This design comes from an exercise in tuning for small area on the open sky130 flow, not from production work.
In this exercise RTL edits were held to simulation tests only and were not proved equivalent to the original.

Setup of lane 1:
// calc_top
module calc_top(
        input clk,               
        input rst,               
        input [4:0] keycode,     
        input newkey,            
        output [15:0] calcOut,   
        output [7:0] digit,      
        output [7:0] segment,    
        output NEG_LED,
        output OVW_LED
        );
    reg [16:0] X, Y;         
    reg [1:0] OP;            
    reg [9:0] count10;       
    reg [1:0] count2;        
    wire [16:0] nextX;
    wire loadY, clearY;
    myCalc calculator (
        .X(X), .Y(Y), .OP(OP),
        .keycode(keycode), .newkey(newkey),
        .nextX(nextX), .loadY(loadY), .clearY(clearY),
        .OVW(OVW_LED)
        );
    always @(posedge clk or posedge rst)
        if (rst) X <= 17'b0;
        else X <= nextX;
    always @(posedge clk or posedge rst)
        if (rst) begin
            Y <= 17'b0;
            OP <= 2'b0;
        end else if (loadY) begin
            Y <= X;
            OP <= keycode[1:0];
        end else if (clearY) begin
            Y <= 17'b0;
            OP <= 2'b0;
        end
    assign calcOut = X[15:0];
    assign NEG_LED = X[16];
    wire [9:0] next10;
    wire at_zero;
    DisplayInterface display (
        .value(X[15:0]), .count10(count10), .count2(count2),
        .next10(next10), .at_zero(at_zero),
        .digit(digit), .segment(segment)
        );
    always @(posedge clk or posedge rst)
        if (rst) count10 <= 10'b0;
        else count10 <= next10;
    always @(posedge clk or posedge rst)
        if (rst) count2 <= 2'b0;
        else if (at_zero) count2 <= count2 + 2'b1;
endmodule
Size in the first run: ~42 I/O pins, ~7300 µm² of cells after synthesis.
clock: 12.0 ns
lec_check: 0
abc_area: 1
cap_margin: 5
core_margin: 2
core_utilization: 55
cts_buf_list: sky130_fd_sc_hd__clkbuf_16
cts_cluster_diameter: 200
cts_cluster_size: 50
gpl_timing_driven: 0
slew_margin: 5
synth_hierarchical: 1
standard.sh (not shown) runs the stock make flow with config.mk's settings and CLKGATE_MAP_FILE= SYNTH_SCRIPT=/design/flow/synth_recipe.tcl, a recipe that flattens the netlist after the stock synthesis.
==> flow/flow/run.sh <==
#!/bin/bash
# The standard synthesis (kept as std_synth.v for reference), the same
# synthesis without its final flatten (hier/), the combinational logic mapped
# again for area by flow/post.ys, a check that the registers are the standard
# synthesis's, then the standard layout from floorplan to finish.
set -euo pipefail
W=$(pwd)
P=$FLOW_PLATFORM
R=$W/orfs/results/$P/calc_top/base
H=$W/hier/results/$P/calc_top/base
LIB=$FLOW_HOME/platforms/$P/lib/sky130_fd_sc_hd__tt_025C_1v80.lib
bash standard.sh synth > $W/synth.log 2>&1
cp $R/1_2_yosys.v $W/std_synth.v
sed -e "s#WORK_HOME=[^ ]*#WORK_HOME=$W/hier#" -e "s#SYNTH_SCRIPT=[^ ]*#SYNTH_SCRIPT=$W/flow/hier_synth.tcl#" \
    -e '/^if \[\[/,$d' standard.sh > $W/hier.sh
bash $W/hier.sh $H/1_2_yosys.v > $W/hier_synth.log 2>&1
sed -e "s#@LIB@#$LIB#g" -e "s#@IN@#$H/1_2_yosys.v#" -e "s#@OUT@#$R/1_2_yosys.v#" -e "s#@W@#$W#" \
    -e "s#@CELLS@#$W/flow/cells.v#" flow/post.ys > $W/post_run.ys
yosys -s $W/post_run.ys > $W/post_yosys.log 2>&1
python3 flow/check_regs.py $W/std_synth.v $R/1_2_yosys.v > $W/check_regs.log 2>&1
bash standard.sh BUFFER_PORTS_ARGS="-buffer_cell sky130_fd_sc_hd__buf_1" finish > $W/layout.log 2>&1
Other scripts of this flow, unchanged in this note and not shown: flow/flow/cells.v, flow/flow/check_regs.py, flow/flow/hier_synth.tcl, flow/flow/post.ys
Input-level comparison between lane 3 and lane 1:
- CTS_BUF_LIST: sky130_fd_sc_hd__clkbuf_16 -> sky130_fd_sc_hd__clkbuf_8
- CTS_CLUSTER_DIAMETER: 200 -> unset
- SLEW_MARGIN: 5 -> 20
- CAP_MARGIN: 5 -> 20
- CTS_CLUSTER_SIZE: 50 -> unset
[summary]
More vias were needed by lane 1 than by lane 3. Lane 1 and lane 3 ended up with nearly the same utilization of the core after routing. Status: synthesized cell area parity (lane 3, lane 1). Looking only at routed wire length, and setting everything else aside, the lower value of lane 1 and lane 3 goes to lane 3. Maximum number of pins on one net before global-route repair, lane 1 and lane 3: higher on lane 1. On global-route usage, lane 1 and lane 3 are basically level. Worst setup slack: lane 1 and lane 3 compared, higher one is lane 1.

==> port drivers added, routing unchanged <==
The flow's constraints put no driver on any port. The routed layouts listed below were extracted and timed again, unchanged, in two steps. Step 1 sets driving cells, clkbuf_16 on the clock port and buf_2 on the other inputs (assumed; they add their load-dependent delay and slew). Step 2 adds t to the input delays and takes it off the output delays; t is the mean of the earliest and latest rising clock arrival at the registers after step 1. Input paths then give back, and output paths get back, about the clock's delay inside the block. Slacks: no drivers / after step 1 / after step 2; pairs: no drivers / after step 1.
run | t, ns | setup slack, ns | worst setup path after step 2 | pins driven straight from the clock port
lane 1 | 0.326 | 0.395 / 0.357 / 0.682 | register to output | 1
lane 3 | 0.349 | 0.329 / 0.293 / 0.642 | register to output | 1
After both steps every run listed still meets setup and hold.
